This is an optimization exercise on Yosys and OpenROAD, whose aim is small area, not a production implementation. In this exercise RTL edits were held to simulation tests only and were not proved equivalent to the original. Power and IR drop assume default switching activity.

--- design/flow/config.mk ---
export PLATFORM = sky130hd
export DESIGN_NAME = danmaku_engine
export DESIGN_NICKNAME = danmaku_engine
export VERILOG_FILES = /design/flow/design.v
export SDC_FILE = /design/flow/constraint.sdc
export NUM_CORES = 4
export LEC_CHECK = 0
export ABC_AREA = 1
export CAP_MARGIN = 0
export CORE_MARGIN = 2
export CORE_UTILIZATION = 40
export GPL_TIMING_DRIVEN = 0
export PLACE_DENSITY = 0.6
export SLEW_MARGIN = 0
--- design/flow/constraint.sdc ---
create_clock -name core_clock -period 60.0 [get_ports {clk}]
set_input_delay 12.0000 -clock core_clock [delete_from_list [all_inputs] [get_ports {clk}]]
set_output_delay 12.0000 -clock core_clock [all_outputs]
set_load 0.01 [all_outputs]
--- design/flow/design.v ---
`timescale 1ns / 1ps
module game_state(
    input wire clk,
    input wire reset,
    input wire upd,
    input wire start_game,
    input wire game_over,
    input wire restart,
    output reg [1:0] state
    );
    localparam
        GAME_INITIAL = 2'd0,
        GAME_PLAYING = 2'd1,
        GAME_OVER    = 2'd2;
    reg [1:0] next_state;
    always @ (posedge clk) begin
        if (reset)
            state <= GAME_INITIAL;
        else if (upd)
            state <= next_state;
    end
    always @ (*) begin
        next_state = state;
        case (state)
            GAME_INITIAL: begin
                if (start_game & ~restart)
                    next_state = GAME_PLAYING;
            end
            GAME_PLAYING: begin
                if (game_over)
                    next_state = GAME_OVER;
                else if (restart)
                    next_state = GAME_INITIAL;
            end
            GAME_OVER: begin
                if (restart)
                    next_state = GAME_INITIAL;
            end
            default: ;
        endcase
    end
endmodule
`timescale 1ns / 1ps
module bird(
    input wire clk,
    input wire reset,
    input wire upd,
    input wire rst,
    input wire start,
    input wire kill,
    input wire jump,
    input wire fall,
    input wire [17:0] slot,        
    output wire [17:0] slot_next,
    output reg  [8:0] y,
    output reg  [2:0] state,
    output reg  [1:0] animation_state
    );
    localparam
        BIRD_INITIAL    = 3'd0,
        BIRD_ASCENDING  = 3'd1,
        BIRD_DESCENDING = 3'd2,
        BIRD_JUMPING    = 3'd3,  
        BIRD_FALLING    = 3'd4,  
        BIRD_DYING      = 3'd5;
    localparam
        BIRD_INITIAL_Y = 180;
    reg [2:0] next_state;
    reg [1:0] anim_hi;         
    wire [4:0] animation_counter = {anim_hi, slot[17:15]};
    wire big = slot[14];
    wire [1:0] v3 = slot[13:12];
    wire [3:0] v2 = slot[11:8];
    wire [3:0] v1 = slot[7:4];
    wire [3:0] v0 = slot[3:0];
    wire up_st = (state == BIRD_ASCENDING) || (state == BIRD_JUMPING);
    wire down_st = (state == BIRD_DESCENDING) || (state == BIRD_FALLING);
    wire [8:0] vy = {v3, 6'd0} + {v3, 5'd0} + {5'd0, v3, 2'd0} +
                    {2'd0, v2, 3'd0} + {4'd0, v2, 1'b0} + {5'd0, v1};
    wire [9:0] s = {1'b0, y} + (up_st ? {1'b1, ~vy} : {1'b0, vy}) + {9'd0, up_st};
    wire above = big | s[9] | ((s[8:0] == 9'd0) & (v0 != 4'd0));
    wire over = big | (s > 10'd376);
    wire slow = ~big & (v3 == 2'd0) & (v2 == 4'd0) & (v1 == 4'd0) & (v0 < 4'd4);
    wire zero = (v3 == 2'd0) & (v2 == 4'd0) & (v1 == 4'd0) & (v0 == 4'd0);
    wire dn = up_st;
    wire [3:0] e0 = dn ? 4'd0 : 4'd9;
    wire c0 = (v0 == e0);
    wire c1 = c0 & (v1 == e0);
    wire c2 = c1 & (v2 == e0);
    wire [3:0] p0 = c0 ? (dn ? 4'd9 : 4'd0) : (dn ? v0 - 4'd1 : v0 + 4'd1);
    wire [3:0] p1 = c0 ? (c1 ? (dn ? 4'd9 : 4'd0) : (dn ? v1 - 4'd1 : v1 + 4'd1)) : v1;
    wire [3:0] p2 = c1 ? (c2 ? (dn ? 4'd9 : 4'd0) : (dn ? v2 - 4'd1 : v2 + 4'd1)) : v2;
    wire [1:0] p3 = c2 ? (dn ? v3 - 2'd1 : v3 + 2'd1) : v3;
    wire [4:0] m0 = {1'b0, v0} - {1'b0, v1} - ((v0 >= 4'd2) ? 5'd2 : 5'd1);
    wire [3:0] b0 = m0[4] ? m0[3:0] + 4'd10 : m0[3:0];
    wire [4:0] m1 = {1'b0, v1} - {1'b0, v2} - {4'd0, m0[4]};
    wire [3:0] b1 = m1[4] ? m1[3:0] + 4'd10 : m1[3:0];
    wire [4:0] m2 = {1'b0, v2} - {3'b0, v3} - {4'd0, m1[4]};
    wire [3:0] b2 = m2[4] ? m2[3:0] + 4'd10 : m2[3:0];
    wire [1:0] b3 = v3 - {1'b0, m2[4]};
    reg [8:0] y_n;
    reg big_n;
    reg [13:0] v_n;
    wire [13:0] v_pm = {p3, p2, p1, p0};
    wire [13:0] v_b = {b3, b2, b1, b0};
    always @ (*) begin
        y_n = y; big_n = big; v_n = {v3, v2, v1, v0};
        case (state)
            BIRD_INITIAL: begin
                y_n = BIRD_INITIAL_Y;
                big_n = 1'b0; v_n = 14'd0;
            end
            BIRD_ASCENDING, BIRD_JUMPING: begin
                if (above) begin
                    y_n = 9'd0;
                    big_n = 1'b0; v_n = 14'd0;
                end
                else begin
                    y_n = s[8:0];
                    if (state == BIRD_JUMPING)
                        v_n = {2'd0, 4'd0, 4'd5, 4'd0};
                    else if (zero) begin
                        big_n = 1'b1; v_n = 14'd0;
                    end
                    else
                        v_n = v_pm;
                end
            end
            BIRD_DESCENDING, BIRD_FALLING: begin
                if (over) begin
                    if (big) begin
                        if (v_n == {2'd0, 4'd1, 4'd1, 4'd1}) begin
                            big_n = 1'b0; v_n = {2'd3, 4'd5, 4'd6, 4'd5};
                        end
                        else
                            v_n = v_pm;
                    end
                    else
                        v_n = v_b;
                end
                else begin
                    y_n = s[8:0];
                    if (state == BIRD_FALLING)
                        v_n = {2'd0, 4'd0, 4'd3, 4'd0};
                    else
                        v_n = v_pm;
                end
            end
            BIRD_DYING: begin
                if (over) begin
                    y_n = 9'd376;
                    big_n = 1'b0; v_n = 14'd0;
                end
                else begin
                    y_n = s[8:0];
                    v_n = v_pm;
                end
            end
            default: ;
        endcase
    end
    wire [4:0] anim_next = (state < BIRD_DYING) ? animation_counter + 5'd1 : animation_counter;
    assign slot_next = {anim_next[2:0], big_n, v_n};
    always @ (posedge clk) begin
        if (reset) begin
            state <= BIRD_INITIAL;
            y <= BIRD_INITIAL_Y;
            anim_hi <= 2'd0;
        end
        else if (upd) begin
            state <= next_state;
            anim_hi <= anim_next[4:3];
            y <= y_n;
        end
    end
    always @ (*) begin
        if (state == BIRD_DYING)
            animation_state = 2'd3;
        else begin
            case (animation_counter[4:3])
                2'd0: animation_state = 2'd0;
                2'd1: animation_state = 2'd1;
                2'd2: animation_state = 2'd2;
                2'd3: animation_state = 2'd1;
            endcase
        end
    end
    always @ (*) begin
        next_state = state;
        case (state)
            BIRD_INITIAL: begin
                if (start & ~rst)
                    next_state = BIRD_DESCENDING;
            end
            BIRD_ASCENDING: begin
                if (rst)
                    next_state = BIRD_INITIAL;
                else if (kill)
                    next_state = BIRD_DYING;
                else if (jump)
                    next_state = BIRD_JUMPING;
                else if (fall)
                    next_state = BIRD_FALLING;
                else if (slow)
                    next_state = BIRD_DESCENDING;
                else if (above)
                    next_state = BIRD_DESCENDING;
            end
            BIRD_DESCENDING: begin
                if (rst)
                    next_state = BIRD_INITIAL;
                else if (kill)
                    next_state = BIRD_DYING;
                else if (jump)
                    next_state = BIRD_JUMPING;
                else if (fall)
                    next_state = BIRD_FALLING;
                else if (over)
                    next_state = BIRD_ASCENDING;
            end
            BIRD_JUMPING:
                next_state = BIRD_ASCENDING;
            BIRD_FALLING:
                next_state = BIRD_DESCENDING;
            BIRD_DYING: begin
                if (rst)
                    next_state = BIRD_INITIAL;
            end
            default: ;
        endcase
    end
endmodule
`timescale 1ns / 1ps
module target(
    input wire [27:0] t,
    input wire rst,
    input wire start,
    input wire [2:0] din,
    output reg [27:0] t_next,
    output wire died2
    );
    localparam
        TARGET_INITIAL = 2'd0,
        TARGET_FLYING  = 2'd1,
        TARGET_DYING   = 2'd2;
    wire [1:0] state = t[1:0];
    wire [9:0] x = t[11:2];
    wire [8:0] y = t[20:12];
    wire shot = (state == 2'd3);
    wire [6:0] vy = t[27:21];
    wire [8:0] y_data = {6'd0, din} * 9'd40 + 9'd48;
    wire on_lane = (y == 9'd48) || (y == 9'd88) || (y == 9'd128) || (y == 9'd168) ||
                   (y == 9'd208) || (y == 9'd248) || (y == 9'd288) || (y == 9'd328);
    wire x_end = (x >= 10'd990) && (x <= 10'd993);
    wire y_end = (y >= 9'd400);
    wire [8:0] y_fall = y + {5'd0, vy / 7'd10};
    assign died2 = ~state[0] && (vy == 7'd1);
    reg [1:0] next_state;
    always @ (*) begin
        next_state = state;
        case (state)
            TARGET_INITIAL: begin
                if (start & ~rst)
                    next_state = TARGET_FLYING;
            end
            TARGET_FLYING, 2'd3: begin
                if (rst)
                    next_state = TARGET_INITIAL;
                else if (x_end || y_end || !on_lane)
                    next_state = TARGET_INITIAL;
                else if (shot)
                    next_state = TARGET_DYING;
            end
            TARGET_DYING: begin
                if (rst)
                    next_state = TARGET_INITIAL;
                else if (x_end || y_end)
                    next_state = TARGET_INITIAL;
            end
            default: ;
        endcase
    end
    always @ (*) begin
        case (state)
            TARGET_INITIAL:
                t_next = {7'd0, y_data, 10'd640, next_state};
            TARGET_DYING:
                t_next = {vy + 7'd1, y_fall, x - 10'd2, next_state};
            default:
                t_next = {vy, y, x - 10'd3, next_state};
        endcase
    end
endmodule
`timescale 1ns / 1ps
module bullet(
    input wire [25:0] b,
    input wire [1:0] kind,
    input wire rst,
    input wire fire,
    input wire [8:0] y_din,
    output reg [25:0] b_next
    );
    localparam
        BULLET_INITIAL = 1'b0,
        BULLET_FIRING  = 1'b1;
    wire state = b[0];
    wire [11:0] x4 = b[12:1];
    wire [12:0] y16 = b[25:13];
    wire [9:0] x = x4[11:2];
    wire [8:0] y = y16[12:4];
    wire [11:0] vx4 = (kind == 2'd1) ? 12'd20 : 12'd19;
    wire [12:0] vy16 = (kind == 2'd0) ? 13'd25 : (kind == 2'd2) ? 13'h1fe7 : 13'd0;
    reg next_state;
    always @ (*) begin
        next_state = state;
        case (state)
            BULLET_INITIAL: begin
                if (fire & ~rst)
                    next_state = BULLET_FIRING;
            end
            BULLET_FIRING: begin
                if (rst)
                    next_state = BULLET_INITIAL;
                if (x >= 640 || y >= 400)
                    next_state = BULLET_INITIAL;
            end
        endcase
    end
    always @ (*) begin
        if (state == BULLET_INITIAL)
            b_next = {y_din, 4'h0, 12'd512, next_state};
        else
            b_next = {y16 + vy16, x4 + vx4, next_state};
    end
endmodule
`timescale 1ns / 1ps
module score_counter(
    input wire clk,
    input wire reset,
    input wire clr,
    input wire inc,
    output reg [31:0] number
    );
    reg [5:0] hi;
    wire wrap = (hi == 6'd42) && (number == 32'h94967295);
    reg [31:0] nxt;
    reg carry;
    integer d;
    always @ (*) begin
        carry = 1'b1;
        for (d = 0; d < 8; d = d + 1) begin
            if (carry && number[d*4 +: 4] == 4'd9) begin
                nxt[d*4 +: 4] = 4'd0;
            end
            else begin
                nxt[d*4 +: 4] = number[d*4 +: 4] + {3'd0, carry};
                carry = 1'b0;
            end
        end
    end
    always @ (posedge clk) begin
        if (reset || clr) begin
            number <= 32'd0;
            hi <= 6'd0;
        end
        else if (inc) begin
            if (wrap) begin
                number <= 32'd0;
                hi <= 6'd0;
            end
            else begin
                number <= nxt;
                hi <= hi + {5'd0, carry};
            end
        end
    end
endmodule
`timescale 1ns / 1ps
module danmaku_engine(
    input wire clk,
    input wire rst,
    input wire tick,
    input wire key_valid,
    input wire [7:0] key_code,
    input wire [2:0] rnd,
    input wire [3:0] rd_sel,
    output wire [1:0] game_state,
    output wire [8:0] bird_y,
    output wire [2:0] bird_state,
    output wire [1:0] bird_anim,
    output wire [31:0] score_bcd,
    output reg [22:0] rd_data
    );
    localparam
        GAME_INITIAL = 2'd0,
        GAME_PLAYING = 2'd1,
        GAME_OVER    = 2'd2;
    localparam TW = 28;    
    localparam BW = 26;    
    reg [3:0] step;        
    reg fresh;             
    reg [2:0] ph6, ph7;    
    wire t_pass = tick | (step <= 4'd5);
    wire b_pass = tick | (step <= 4'd6);
    wire sweep  = ~tick & (step >= 4'd14);
    wire clear  = rst | (fresh & ~tick);
    always @ (posedge clk) begin
        if (rst) begin
            step <= 4'd15;
            fresh <= 1'b1;
            ph6 <= 3'd0;
            ph7 <= 3'd0;
        end
        else begin
            if (tick) begin
                step <= 4'd1;
                fresh <= 1'b0;
            end
            else if (step != 4'd15)
                step <= step + 4'd1;
            ph6 <= (ph6 == 3'd5) ? 3'd0 : ph6 + 3'd1;
            ph7 <= (ph7 == 3'd6) ? 3'd0 : ph7 + 3'd1;
        end
    end
    reg [2:0] rnd_q;
    reg key_q;
    reg [1:0] code_q;      
    wire [2:0] rnd_f = tick ? rnd : rnd_q;
    always @ (posedge clk) begin
        rnd_q <= rnd_f;
        if (tick) begin
            key_q  <= key_valid;
            code_q <= (key_code == 8'h75) ? 2'd1 : (key_code == 8'h72) ? 2'd2 :
                      (key_code == 8'h76) ? 2'd3 : 2'd0;
        end
    end
    wire up_q   = key_q && (code_q == 2'd1);
    wire down_q = key_q && (code_q == 2'd2);
    wire esc_q  = key_q && (code_q == 2'd3);
    reg game_over;
    wire [2:0] b_idx;
    wire upd = ~tick & (step >= 4'd7) & (step <= 4'd13) & (b_idx == 3'd6);
    game_state game_state_handler (
        .clk(clk),
        .reset(rst),
        .upd(upd),
        .start_game(key_q),
        .game_over(game_over),
        .restart(esc_q),
        .state(game_state)
    );
    wire g_init = (game_state == GAME_INITIAL);
    wire g_play = (game_state == GAME_PLAYING);
    wire [BW-1:0] b_last;
    wire [17:0] bird_slot;
    bird bird_instance (
        .clk(clk),
        .reset(rst),
        .upd(upd),
        .rst(g_init),
        .start(g_play),
        .kill(game_state == GAME_OVER),
        .jump(up_q),
        .fall(down_q),
        .slot(b_last[17:0]),
        .slot_next(bird_slot),
        .y(bird_y),
        .state(bird_state),
        .animation_state(bird_anim)
    );
    wire [4:0] slow_phase = b_last[22:18];
    wire slow_edge = (slow_phase == 5'd24);
    wire [4:0] slow_next = slow_edge ? 5'd0 : slow_phase + 5'd1;
    reg slow_level;        
    reg [2:0] t_sel;       
    reg b_sel;             
    always @ (posedge clk) begin
        if (rst) begin
            slow_level <= 1'b1;
            t_sel <= 0;
            b_sel <= 0;
        end
        else if (upd) begin
            slow_level <= (slow_next < 5'd13);
            if (slow_edge && g_play) begin
                t_sel <= (t_sel == 3'd5) ? 3'd0 : t_sel + 3'd1;
                b_sel <= ~b_sel;
            end
        end
    end
    reg [6*TW-1:0] tr;
    reg [7*BW-1:0] br;
    wire [TW-1:0] t_last = tr[6*TW-1 -: TW];
    assign b_last = br[7*BW-1 -: BW];
    wire [2:0] t_idx = 3'd5 - ph6;
    assign b_idx = 3'd6 - ph7;
    wire [TW-1:0] t_upd;
    wire died2;
    target target_instance (
        .t(t_last),
        .rst(g_init),
        .start((t_idx == t_sel) & slow_level & g_play),
        .din(rnd_f),
        .t_next(t_upd),
        .died2(died2)
    );
    reg [1:0] busy;        
    wire b_grp = (b_idx >= 3'd3);
    wire [1:0] b_kind = (b_idx == 3'd0 || b_idx == 3'd3) ? 2'd0 :
                        (b_idx == 3'd1 || b_idx == 3'd4) ? 2'd1 : 2'd2;
    wire [BW-1:0] b_upd;
    bullet bullet_instance (
        .b(b_last),
        .kind(b_kind),
        .rst(g_init),
        .fire((b_grp == b_sel) & ~busy[b_grp] & g_play),
        .y_din(bird_y + 9'd7),
        .b_next(b_upd)
    );
    wire b_real = (b_idx != 3'd6);
    wire [9:0] tx = t_last[11:2];
    wire [8:0] ty = t_last[20:12];
    wire [9:0] bx = b_last[12:3];
    wire [8:0] by = b_last[25:17];
    wire [11:0] dx = {2'b0, bx} + 12'd3 - {2'b0, tx};
    wire [10:0] dy = {2'b0, by} + 11'd5 - {2'b0, ty};
    wire hit = b_real && b_last[0] && (dx <= 12'd32) && (dy <= 11'd26);
    wire [10:0] dby = {2'b0, bird_y} + 11'd20 - {2'b0, ty};
    wire bird_hit = t_last[0] &&
                    (tx >= 10'd75) && (tx <= 10'd126) && (dby <= 11'd39);
    always @ (posedge clk) begin
        if (clear) begin
            tr <= {tr[5*TW-1:0], 7'd0, 9'd0, 10'd640, 2'd0};
            br <= {br[6*BW-1:0], {BW{1'b0}}};
        end
        else begin
            if (t_pass)
                tr <= {tr[5*TW-1:0], t_upd};
            else
                tr <= {tr[5*TW-1:0], t_last[TW-1:2], t_last[1:0] | {sweep & hit & (t_last[1:0] == 2'd1), 1'b0}};
            if (b_pass && b_real)
                br <= {br[6*BW-1:0], b_upd};
            else if (upd)
                br <= {br[6*BW-1:0], 3'd0, slow_next, bird_slot};
            else
                br <= {br[6*BW-1:0], b_last};
        end
    end
    always @ (posedge clk) begin
        if (rst || upd) begin
            game_over <= 1'b0;
            busy <= 2'b00;
        end
        else if (sweep) begin
            if (bird_hit)
                game_over <= 1'b1;
            if (b_real && b_last[0])
                busy[b_grp] <= 1'b1;
        end
    end
    score_counter score_counter (
        .clk(clk),
        .reset(rst),
        .clr(t_pass & g_init),
        .inc(t_pass & died2),
        .number(score_bcd)
    );
    wire [3:0] t_sum = {1'b0, rd_sel[2:0]} + {1'b0, ph6};
    wire [2:0] t_pos = (t_sum >= 4'd6) ? t_sum[2:0] - 3'd6 : t_sum[2:0];
    wire [3:0] b_k = rd_sel - 4'd6;
    wire [3:0] b_sum = b_k + {1'b0, ph7};
    wire [2:0] b_pos = (b_sum >= 4'd7) ? b_sum[2:0] - 3'd7 : b_sum[2:0];
    wire t_on = (rd_sel < 4'd6);
    wire b_on = (rd_sel >= 4'd6) && (rd_sel < 4'd12);
    reg [5:0] t_hot;
    reg [6:0] b_hot;
    integer i;
    always @ (*) begin
        for (i = 0; i < 6; i = i + 1)
            t_hot[i] = t_on && (t_pos == i);
        for (i = 0; i < 7; i = i + 1)
            b_hot[i] = b_on && (b_pos == i);
    end
    reg [9:0] rx;
    reg [8:0] ry;
    reg [1:0] rs;
    reg [3:0] rv;
    reg rbs;
    always @ (*) begin
        rx = 10'd0; ry = 9'd0; rs = 2'd0; rv = 4'd0; rbs = 1'b0;
        for (i = 0; i < 6; i = i + 1) begin
            rx = rx | ({10{t_hot[i]}} & tr[i*TW+2 +: 10]);
            ry = ry | ({9{t_hot[i]}} & tr[i*TW+12 +: 9]);
            rs = rs | ({2{t_hot[i]}} & tr[i*TW +: 2]);
            rv = rv | ({4{t_hot[i]}} & tr[i*TW+21 +: 4]);
        end
        for (i = 0; i < 7; i = i + 1) begin
            rx = rx | ({10{b_hot[i]}} & br[i*BW+3 +: 10]);
            ry = ry | ({9{b_hot[i]}} & br[i*BW+17 +: 9]);
            rbs = rbs | (b_hot[i] & br[i*BW]);
        end
    end
    wire [4:0] t_n = 5'd0 - (rx[4:0] + {rv, 1'b0});
    wire [4:0] t_anim_cnt = {t_n[4:0], 3'd0} + {t_n[4:0], 1'b0} + t_n[4:0];
    wire [1:0] t_anim = ~t_on ? 2'd0 : (rs == 2'd2) ? 2'd3 :
                        (t_anim_cnt[4:3] == 2'd3) ? 2'd1 : t_anim_cnt[4:3];
    always @ (*)
        rd_data = {rs[1] & ~rs[0], rs[0] | rbs, t_anim, rx, ry};
endmodule
--- design/flow/flow/run.sh ---
#!/bin/bash
# The standard ORFS layout (standard.sh) with these changes:
#  - synthesis maps the logic with an area-oriented ABC script
#    (flow/abc_area.script, used through ABC_AREA=1); everything else in
#    synthesis, and so every register, is as in the standard synthesis;
#  - adders are left to ABC (no ADDER_MAP_FILE half/full-adder cells);
#  - ports are buffered with buf_1 cells;
#  - the clock tree is built from clkbuf_8 cells without dummy loads.
# make's output goes to standard.log; ORFS keeps each tool's log under
# orfs/logs.
set -euo pipefail
here=$(pwd)
rm -rf "$here/scripts_mod"
cp -r "$FLOW_HOME/scripts" "$here/scripts_mod"
cp "$here/flow/abc_area.script" "$here/scripts_mod/abc_area.script"
export SCRIPTS_DIR="$here/scripts_mod"
export ADDER_MAP_FILE=""
export BUFFER_PORTS_ARGS="-buffer_cell sky130_fd_sc_hd__buf_1"
export CTS_ARGS="-sink_clustering_enable -repair_clock_nets -dont_use_dummy_load -buf_list sky130_fd_sc_hd__clkbuf_8 -root_buf sky130_fd_sc_hd__clkbuf_8 -sink_clustering_size 16 -sink_clustering_max_diameter 60"
bash standard.sh > standard.log 2>&1
--- design/flow/flow/abc_area.script ---
strash
&get -n
&deepsyn -T 120
&dch -f
&nf -R 1000 -p -a
&put
topo
stime -c
--- design/flow/standard.sh ---
#!/bin/bash
# synth_recipe.tcl (not shown) runs the flow's synth.tcl, then flattens the netlist and writes it again
# the make line also repeats each setting of config.mk as NAME=value (left out here)
make -C /OpenROAD-flow-scripts/flow DESIGN_CONFIG=/design/flow/config.mk WORK_HOME=/design/flow/orfs CLKGATE_MAP_FILE= SYNTH_SCRIPT=/design/flow/synth_recipe.tcl "${@:-finish}"
==> results of run 1 <==
-- power groups by stage --
| stage | clock, uW | combinational (uW) | sequential (uW) |
|---|---|---|---|
| after floorplan | 0 | 49.7 | 313 |
| after global placement | 0 | 69.3 | 317 |
| after detailed placement | 0 | 72.9 | 318 |
| after CTS | 149 | 73.4 | 311 |
| after global routing | 159 | 81.6 | 314 |
| final | 144 | 74.2 | 312 |
-- logic make-up (layout without fill, tap and decap cells) --
| logic type | after synthesis | after routing | synth area share |
|---|---|---|---|
| AOI/OAI and AO/OA | 505 | 505 | 0.2078 |
| DFF | 429 | 429 | 0.5219 |
| adders and majority gates | 6 | 6 | 0.003637 |
| xor gates and xnor gates | 121 | 121 | 0.06418 |
| and+or+nand+nor | 633 | 633 | 0.1874 |
| muxes | 10 | 10 | 0.006441 |
| buffers and inverters | 38 | 180 | 0.008639 |
-- per-stage QoR --
step	std cells	power, uW	hold WS (ns)	setup WS (ns)	area, sq um
2_1_floorplan	1742	362.9	0.3096	31.74	16510
3_3_place_gp	2363	386.7	0.3099	29.06	17510
3_5_place_dp	2379	390.9	0.3121	31.28	17800
4_1_cts	2416	533.6	0.3040	31.24	18310
5_1_grt	2416	553.7	0.3011	30.70	18310
6_report	2416	529.5	0.3085	31.25	18310
-- metal layers --
layer	wire length (um)	vias to the layer above
met3	2777	66
met1	22560	6822
li1	-	6785
met4	1054	0
met5	0	-
met2	21820	422
-- flip-flops by register name, summed over array words and instances (netlist names), 3 cells and up --
register and count:
score_counter.hi 6, br 182, ph7 3, bird_instance.state 3, score_counter.number 32, step 4, rnd_q 3, t_sel 3
bird_instance.y 9, ph6 3, tr 168
-- worst max-delay path, delay by kind of cell --
kind,cells,cell delay (ns)
and+or+nand+nor,5,1.22
muxes,2,0.59
xor gates and xnor gates,2,0.38
buffers and inverters,3,0.87
AOI/OAI and AO/OA,7,1.68
-- layout make-up --
class / count / area [sq um]
Multi-Input combinational cell: 1275 / 7823
Fill cell: 3986 / 22520
Timing Repair Buffer: 105 / 554.3
Inverter: 38 / 142.6
Sequential cell: 429 / 8618
Clock buffer: 37 / 509.2
Tap cell: 532 / 665.6
-- synth_stat cells, drive strengths merged, types with 11 or more instances --
master    n  area share
a222oi   68       0.041
a21oi   123       0.037
nor3     55       0.017
nand2   155       0.035
xor2     36       0.019
a211oi   19      0.0086
o21ai   120       0.036
and2     19      0.0072
nand2b   41       0.016
dfxtp   426        0.52
a221oi   23       0.012
and3     32       0.012
xnor2    85       0.045
nor3b    15      0.0068
a31oi    14      0.0053
nor4     17      0.0064
nand3    58       0.018
nand4    15      0.0057
o22ai    11      0.0042
nor2b    25      0.0095
nor2    157       0.036
or3      16      0.0061
a22oi    28       0.013
clkinv   38      0.0086
a21o     12      0.0055
-- path summary, 6_finish.rpt --
kind	from	endpoint
setup / recovery	rd_sel[1]	rd_data[20]
hold / removal	br[3]	br[29]
setup reg to reg	br[156]	br[8]
hold reg to reg	br[3]	br[29]
==> impl_metrics.csv, run 1 <==
group,metric,value,unit
status,status,"timing/DRC/antenna clean",
worst_setup_path,cp_slowest_cell,"or4_1",
route,num_vias,14100,
power,power.share.sequential,0.589,
route,vias_per_cell,5.834,
clock_tree,clkLatencyLatePin,0.64,ns
clock_tree,cts_tree,"yes",
route,ant_nets,0,
power,internal_power,379.7,uW
clock_tree,cts_max_path_buffers,3,
global_routing,antenna_found_initial,0,
layout,drive_gt1_frac,0.03662,
worst_setup_path,worstPathCellList,"buf_1 -> nor2_1 -> mux2_1 -> a21oi_1 -> mux2_1 -> o22ai_2 -> buf_8 -> a222oi_1 -> nand2_1 -> a221oi_1 -> nand3_1 -> or4_1 -> a221oi_1 -> o21ai_0 -> xnor2_1 -> xor2_1 -> a21oi_1 -> nor2_1 -> buf_1",
global_routing,met3_usage,0.02774,
logic_synthesis,synth_nets,1761,
route,route.detailed.drc,0,
global_routing,grt_max_degree,34,
power,power_density,28.91,nW/um^2
clock_tree,clock-sinks,429,
worst_setup_path,reg2reg_slack,52.41,ns
sta,finalHoldViolCount,0,
global_routing,grt-busiest-layer,"met2",
logic_synthesis,synth_cell_types,58,
layout,layout_common_cells,"dfxtp_1 (426), nand2_1 (155), nor2_1 (150)",
route,drtIter0Drc,1421,
floorplan,io_pins,90,
logic_synthesis,synth_edf_count,3,
global_routing,use_met1,0.3099,
worst_setup_path,max_stage_delay,0.63,ns
clock_tree,root_buffer,"clkbuf_8",
sta,setup_viol,0,
worst_setup_path,r2r_cells,29,
route,routedWlPerCell,19.95,um
sta,rsz0062_at_grt,"no",
worst_setup_path,cp_data_arrival_time,16.75,ns
power,p_comb_frac,0.140,
placement,numPortBuffers,89,
floorplan,fp.dieH,207.2,um
floorplan,die_w,207.2,um
layout,area_growth,10.90,%
power,p_sw_frac,0.2829,
logic_synthesis,synth_area,16510,sq um
sta,timing.final.crit_share,0.4792,
power,power.switching,149.8,uW
placement,dp_hpwl,34890,um
clock_tree,cts_setup_buffers,0,
layout,final_nets,1905,
logic_synthesis,synthFlopType,"dfxtp_1",
worst_setup_path,crit_path_max_fanout,15,
sta,fmax,34.78,MHz
global_routing,gr-usage-all-layers,0.2201,
clock_tree,htree_levels,2,
sta,skew,0.07816,ns
clock_tree,clk_pin_slew_worst_paths,0.09,ns
clock_tree,holdBufCountCts,0,
logic_synthesis,yosys_warnings,6,
floorplan,rows,74,
floorplan,start_util,0.4044,
logic_synthesis,synth_seq_area_share,0.5219,
logic_synthesis,synth_seq_cells,429,
layout,diodes,0,
worst_setup_path,cp-end-kind,"primary output",
route,firstDrtPassIters,7,
power,p_leak,0.006542,uW
global_routing,grtUsageMet2,0.3515,
global_routing,grt_pass1_vias,13480,
hold_path,hold_class,"flop to flop",
worst_setup_path,cp.required,48.00,ns
job,timing.max_cap.violations,0,
global_routing,overflow,0,
global_routing,grt_pass1_wl,76100,um
power,clkPwrFrac,0.271,
worst_setup_path,critPathLaunchType,"primary input",
sta,report.final.slew_viol_count,0,
power,ir_drop,0.01549,mV
floorplan,die_area,42920,sq um
route,wl,48210,um
floorplan,core_area,40830,sq um
sta,setup_tns,0,ns
worst_setup_path,critPathKind,"primary input to primary output",
sta,maxSlewHeadroom,0.2044,
hold_path,min_path_cells,0,
clock_tree,numCtsBuffers,37,
logic_synthesis,async_flop_share,0,
logic_synthesis,syn_inst,1742,
clock_tree,post_cts_resized,0,
placement,place.gp.congestion,0.9293,
sta,tightest_slew,1.181,ns
sta,fin_crit,28.75,ns
layout,utilization,0.4485,
layout,mostFrequentLayoutCell,"dfxtp_1",
logic_synthesis,syn_area_per_cell,9.479,sq um
==> run 2, diff against run 1 <==
==> design/flow/flow/abc_area.script (replaced) <==
strash
&get -n
&deepsyn -T 300
&dch -f
&nf -R 1000 -p -a
&put
topo
stime -c
==> run 2 against run 1 <==
Against the previous run:
- clock-buffer cell count decreased by 1
- utilization decreased by 0.20 points
- maximum frequency about the same
- die area increased by 0.22%
- synthesized area increased by 0.22%
- register-to-register slack got worse by 0.57 ns
- cell area decreased by 0.45%
- sequential power increased by 2%
- highest routed layer unchanged
==> impl_metrics.csv, run 2 <==
group,metric,value,unit
worst_setup_path,cp-end-kind,"primary output",
logic_synthesis,synth_nets,1799,
logic_synthesis,synth_seq_cells,429,
logic_synthesis,yosys_warnings,6,
route,num_vias,14210,
global_routing,use_met1,0.3086,
route,drtIter0Drc,1358,
route,vias_per_cell,5.805,
logic_synthesis,synth_cell_types,63,
worst_setup_path,critPathLaunchType,"primary input",
power,p_leak,0.006547,uW
sta,setup_viol,0,
route,wl,48460,um
floorplan,fp.dieH,207.4,um
layout,finish.instance_area,18230,sq um
floorplan,die_w,207.4,um
hold_path,hold_class,"flop to flop",
sta,setup_tns,0,ns
logic_synthesis,synth_common_cells,"dfxtp_1 (426), nand2_1 (218), nor2_1 (137), a21oi_1 (122), o21ai_0 (99)",
clock_tree,cts_max_path_buffers,3,
worst_setup_path,critPathKind,"primary input to primary output",
placement,numPortBuffers,89,
layout,area_growth,10.16,%
layout,final_nets,1936,
floorplan,io_pins,90,
placement,place.gp.congestion,0.9046,
clock_tree,htree_levels,2,
power,ir_drop,0.01644,mV
sta,timing.final.crit_share,0.4791,
power,power_density,29.69,nW/um^2
route,ant_nets,0,
logic_synthesis,async_flop_share,0,
sta,finalHoldViolCount,0,
logic_synthesis,synth_edf_count,3,
global_routing,grt_pass1_wl,75480,um
status,status,"timing/DRC/antenna clean",
sta,maxSlewHeadroom,0.04552,
logic_synthesis,yosys.area.top_type,"dfxtp_1",
logic_synthesis,syn_inst,1780,
global_routing,grt_max_degree,33,
global_routing,antenna_found_initial,0,
sta,tightest_slew,1.432,ns
placement,pre_cts_ws,31.30,ns
placement,placed_area,17730,sq um
global_routing,overflow,0,
floorplan,rows,74,
clock_tree,numCtsBuffers,36,
floorplan,core_area,40830,sq um
logic_synthesis,synth.top_cells.by_area,"dfxtp_1 (52%), nand2_1 (4.9%), xnor2_1 (4.1%), a21oi_1 (3.7%), nor2_1 (3.1%)",
sta,setup_slack,31.25,ns
worst_setup_path,cp_data_arrival_time,16.75,ns
logic_synthesis,synth_seq_area_share,0.5208,
clock_tree,clock-sinks,429,
worst_setup_path,crit_path_max_fanout,20,
clock_tree,post_cts_resized,0,
sta,skew,0.09938,ns
route,firstDrtPassIters,9,
clock_tree,clk_pin_slew_worst_paths,0.09,ns
logic_synthesis,synth_top_area_frac,0.5153,
placement,dp_hpwl,34160,um
layout,mostFrequentLayoutCell,"dfxtp_1",
layout,layout_common_cells,"dfxtp_1 (426), nand2_1 (218), nor2_1 (130)",
logic_synthesis,synth_area,16550,sq um
logic_synthesis,yosysMostFrequentCell,"dfxtp_1",
sta,fin_crit,28.75,ns
layout,regMostFlops,"br",
global_routing,met3_usage,0.03449,
layout,drive_gt1_frac,0.03081,
sta,report.final.slew_viol_count,0,
layout,diodes,0,
layout,top_regs,"br: 182 flops, tr: 168 flops, score_counter.number: 32 flops",
clock_tree,clkLatencyLatePin,0.61,ns
global_routing,gr-usage-all-layers,0.2192,
job,timing.max_cap.violations,0,
clock_tree,root_buffer,"clkbuf_8",
clock_tree,cts_tree,"yes",
global_routing,grt-busiest-layer,"met2",
route,routedWlPerCell,19.81,um
route,route.detailed.drc,0,
sta,fmax,34.78,MHz
worst_setup_path,reg2reg_slack,51.84,ns
floorplan,die_area,43010,sq um
logic_synthesis,syn_area_per_cell,9.297,sq um
logic_synthesis,synthFlopType,"dfxtp_1",
layout,fill_cells,3969,
global_routing,grt_pass1_vias,13360,
clock_tree,cts_setup_buffers,0,
clock_tree,holdBufCountCts,0,
sta,rsz0062_at_grt,"no",
sta,hold_ws,0.2596,ns
floorplan,start_util,0.4053,
global_routing,grtUsageMet2,0.3417,
layout,largest_register_ffs,182,
worst_setup_path,cp.required,48.00,ns
-- run 2: final timing paths --
path         cells past startpoint           to  startpoint
max reg2reg                     32        br[0]     br[168]
min                              0      br[150]     br[124]
max                             21  rd_data[20]   rd_sel[0]
min reg2reg                      0      br[150]     br[124]
-- run 2: kinds of logic (layout without fill, tap and decap cells) --
group,after synthesis,after routing,synth area share
muxes,14,14,0.008771
AOI/OAI and AO/OA,468,468,0.1876
xor gates and xnor gates,117,117,0.06192
adders and majority gates,1,1,0.0006049
DFF,429,429,0.5208
buffers and inverters,30,165,0.006805
and+or+nand+nor,721,721,0.2135
-- run 2: metrics by stage --
stage	std cells	total power (uW)	utilization
floorplan	1780	373.7	-
global placement	2401	400.4	0.4298
detailed placement	2411	403.5	0.4343
CTS	2447	544.6	0.4465
global route	2447	567.0	0.4465
finish	2447	541.2	0.4465
-- run 2: final cells by class --
type	count	area (sq um)	share of cell area
sequential	429	8618	0.4728
multi-input combinational	1321	7889	0.4327
tap	532	665.6	0.03651
clock buffer	36	495.5	0.02718
timing repair buffer	99	449.2	0.02464
inverter	30	112.6	0.006177
-- run 2: metal layers --
layer | part of all wire | vias to the layer above
met5 | 0 | -
met4 | 0.032 | 0
met3 | 0.072 | 95
met2 | 0.44 | 545
met1 | 0.45 | 6753
li1 | - | 6813
-- run 2: critical path, stage by stage --
cell and delay [ns]:
buf_1 0.17, or2_0 0.32, nand2_1 0.12, nor3b_1 0.06, nor3_1 0.15, a21oi_1 0.06
o21ai_0 0.66, and3_1 1.19, a22oi_1 0.22, nand4_1 0.16, a221oi_1 0.06, and3_1 0.28
and3_1 0.18, o21ai_0 0.15, o21ai_0 0.09, o21ai_0 0.21, xnor2_1 0.17, xnor2_1 0.14
a21oi_1 0.08, nor2_1 0.08, buf_1 0.16
-- run 2: power breakdown --
group | internal, uW | switching [uW]
Sequential | 302 | 17.5
Combinational | 28.9 | 50.5
Clock | 53.9 | 88.6
==> run 3, diff against run 2 <==
--- a/design/flow/config.mk
+++ b/design/flow/config.mk
@@ -8,7 +8,7 @@
 export ABC_AREA = 1
 export CAP_MARGIN = 0
 export CORE_MARGIN = 2
-export CORE_UTILIZATION = 40
+export CORE_UTILIZATION = 60
 export GPL_TIMING_DRIVEN = 0
-export PLACE_DENSITY = 0.6
+export PLACE_DENSITY = 0.75
 export SLEW_MARGIN = 0
==> run 3 against run 2 <==
Against the previous run:
- synthesized cell count is 1.0% lower
- utilization is 22 points higher
- die area shrank 33%
- worst hold slack gained 0.022 ns
- cell area fell by 1.2%
- combinational power shrank 2%
- critical path type unchanged
- largest cell class unchanged
- largest power group unchanged
- highest routed layer is now met5
==> impl_metrics.csv, run 3 <==
group,metric,value,unit
status,status,"timing/DRC/antenna clean",
logic_synthesis,syn_inst,1762,
logic_synthesis,synth_top_area_frac,0.5153,
clock_tree,post_cts_resized,0,
placement,place.gp.congestion,0.9554,
worst_setup_path,critPathLaunchType,"primary input",
logic_synthesis,synth_common_cells,"dfxtp_1 (426), nand2_1 (182), nor2_1 (153), a21oi_1 (123), o21ai_0 (99)",
worst_setup_path,cp-end-kind,"primary output",
worst_setup_path,worstPathCellList,"buf_1 -> nand2_1 -> a211oi_1 -> a21oi_1 -> nor2_1 -> nor2_1 -> o21ai_0 -> a21oi_1 -> and3_1 -> a222oi_1 -> nand4_1 -> a211oi_1 -> nor2_1 -> o21ai_0 -> o21ai_0 -> xnor2_1 -> xor2_1 -> xnor2_1 -> a21oi_1 -> nor2_1 -> buf_1",
power,ir_drop,0.01851,mV
clock_tree,holdBufCountCts,0,
route,vias_per_cell,6.368,
sta,tightest_slew,1.428,ns
logic_synthesis,synth_seq_area_share,0.5208,
logic_synthesis,syn_area_per_cell,9.392,sq um
floorplan,die_area,28930,sq um
worst_setup_path,cpMostUsedCell,"nor2_1",
route,num_vias,14240,
sta,rsz0062_at_grt,"no",
route,drtIter0Drc,1507,
power,power_density,29.70,nW/um^2
global_routing,antenna_found_initial,1,
layout,top_regs,"br: 182 flops, tr: 168 flops, score_counter.number: 32 flops",
logic_synthesis,yosys.area.top_type,"dfxtp_1",
global_routing,gr-usage-all-layers,0.3210,
job,timing.max_cap.violations,0,
floorplan,die_w,170.1,um
sta,maxSlewHeadroom,0.04788,
clock_tree,clkLatencyLatePin,0.58,ns
hold_path,hold_class,"flop to flop",
logic_synthesis,synth_cell_types,60,
clock_tree,cts_max_path_buffers,3,
layout,regArea,8618,sq um
worst_setup_path,cp_slowest_cell,"a211oi_1",
clock_tree,numCtsBuffers,36,
floorplan,rows,60,
clock_tree,clk_pin_slew_worst_paths,0.09,ns
worst_setup_path,worst-path-buf-inv,2,
sta,finalHoldViolCount,0,
clock_tree,clock-sinks,429,
worst_setup_path,crit_path_max_fanout,20,
layout,drive_gt1_frac,0.02902,
floorplan,fp.dieH,170.1,um
route,wl,46310,um
clock_tree,cts_tree,"yes",
global_routing,overflow,0,
floorplan,start_util,0.6123,
placement,dp_hpwl,32740,um
worst_setup_path,max_stage_delay,0.87,ns
layout,diodes,0,
sta,report.final.slew_viol_count,0,
logic_synthesis,synth_seq_cells,429,
global_routing,grt_pass1_vias,13360,
power,p_leak,0.006511,uW
layout,largest_register_ffs,182,
logic_synthesis,synth.top_cells.by_area,"dfxtp_1 (52%), nand2_1 (4.1%), xnor2_1 (4.1%), a21oi_1 (3.7%), nor2_1 (3.5%)",
clock_tree,htree_levels,2,
route,routedWlPerCell,20.71,um
floorplan,core_area,27030,sq um
worst_setup_path,cp_data_arrival_time,17.19,ns
logic_synthesis,synth_area,16550,sq um
logic_synthesis,synth_edf_count,3,
route,firstDrtPassIters,7,
layout,area_growth,8.816,%
clock_tree,root_buffer,"clkbuf_8",
sta,setup_viol,0,
sta,setup_tns,0,ns
layout,regMostFlops,"br",
layout,fill_cells,2254,
logic_synthesis,yosysMostFrequentCell,"dfxtp_1",
sta,fmax,34.26,MHz
global_routing,grt_max_degree,26,
worst_setup_path,crit_family,"compound AO/OA/AOI/OAI gates",
floorplan,io_pins,90,
layout,layout_common_cells,"dfxtp_1 (426), nand2_1 (182), nor2_1 (147)",
sta,fin_crit,29.19,ns
route,ant_nets,0,
layout,final_nets,1916,
layout,mostFrequentLayoutCell,"dfxtp_1",
route,route.detailed.drc,0,
logic_synthesis,yosys_warnings,6,
logic_synthesis,async_flop_share,0,
placement,numPortBuffers,89,
clock_tree,cts_setup_buffers,0,
layout,multi_input_area,7840,sq um
placement,place_inst,2200,
worst_setup_path,critPathKind,"primary input to primary output",
layout,final_cells,2236,
sta,timing.final.crit_share,0.4865,
worst_setup_path,cp.required,48.00,ns
sta,skew,0.1040,ns
logic_synthesis,synthFlopType,"dfxtp_1",
logic_synthesis,synth_nets,1781,
global_routing,grt_pass1_wl,72990,um
## run 3: cell types whose count changed after synthesis, sizes merged, moves of 8 or more
cell,change
nand4,-13
nor2,+16
a221oi,+25
a22o,+15
maj3,+8
a222oi,+9
a22oi,-39
nor2b,-10
nand2,-36
a21o,+10
a211oi,+12
## run 3: metal layers
layer | vias up | share of wire | global-route usage
met5 | - | 0.00028 | 0
met4 | 2 | 0.031 | 0.1115
met3 | 99 | 0.088 | 0.05721
met2 | 640 | 0.43 | 0.4975
met1 | 6726 | 0.44 | 0.4524
li1 | 6771 | - | -
## run 3: worst paths after layout
path                                        startpoint          end  slack [ns]  depth (start not counted)
worst max-delay path                         rd_sel[3]  rd_data[20]       30.81                         21
worst max register to register  bird_instance.state[0]        br[0]       52.80                         24
worst min-delay path                            br[34]       br[60]        0.28                          0
worst min register to register                  br[34]       br[60]        0.28                          0
## run 3: metrics by stage
step / hold slack [ns] / setup WS (ns) / instance area [sq um] / util / power (uW)
6_report: 0.2814 / 30.81 / 18010 / 0.6663 / 534.8
5_1_grt: 0.2920 / 30.37 / 18010 / 0.6663 / 557.1
4_1_cts: 0.2856 / 30.97 / 18010 / 0.6663 / 535.9
3_5_place_dp: 0.3121 / 31.02 / 17510 / 0.6480 / 399.2
3_3_place_gp: 0.3095 / 30.47 / 17310 / 0.6405 / 395.4
2_1_floorplan: 0.3096 / 32.80 / 16550 / - / 370.2
## run 3: layout make-up
| type | count | share of cell area |
|---|---|---|
| clock buffers | 36 | 0.02752 |
| flip-flops and latches | 429 | 0.4786 |
| multi-input cells | 1296 | 0.4354 |
| inverters | 37 | 0.007713 |
| well taps | 341 | 0.02369 |
| repair buffers | 97 | 0.02710 |
## run 3: cells by family (layout without fill, tap and decap cells)
| logic type | Yosys count | count (layout) | synth area share |
|---|---|---|---|
| compound gates | 484 | 484 | 0.1980 |
| xor+xnor | 118 | 118 | 0.06328 |
| fa+ha+maj | 9 | 9 | 0.005444 |
| buf+inv | 37 | 170 | 0.008392 |
| flops | 429 | 429 | 0.5208 |
| mux | 8 | 8 | 0.004990 |
| simple gates | 677 | 677 | 0.1991 |
## run 3: power by group
group          switching [uW]  internal (uW)
clock network            85.8           53.8
registers                16.7            301
logic                    49.8           28.0
total                     152            382

==> re-timing with driven ports <==
Ports are ideal in the flow. The routed layouts listed here were re-timed in OpenROAD.
Step 1 assumes that a clkbuf_16 drives the clock port and a buf_2 every other input.
Step 2 moves the port delays by t, midway between the first and last clock arrival at a register: inputs arrive t later, outputs are due t later. That takes back most of the time a late clock gives input paths.
Slacks: ideal ports / drivers / drivers and shift; pairs: ideal ports / drivers.
| run | shift t [ns] | setup WS [ns] | hold slack, ns |
|---|---|---|---|
| run 1 | 0.650 | 31.251 / 31.226 / 31.226 | 0.309 / 0.309 / 0.309 |
| run 2 | 0.613 | 31.252 / 31.229 / 31.229 | 0.260 / 0.260 / 0.260 |
| run 3 | 0.578 | 30.813 / 30.792 / 30.792 | 0.281 / 0.281 / 0.281 |
After both steps every run listed still meets setup and hold. For run 1, which loses most, drivers alone change the setup slack by -0.025 ns; drivers and shift together by -0.025 ns.
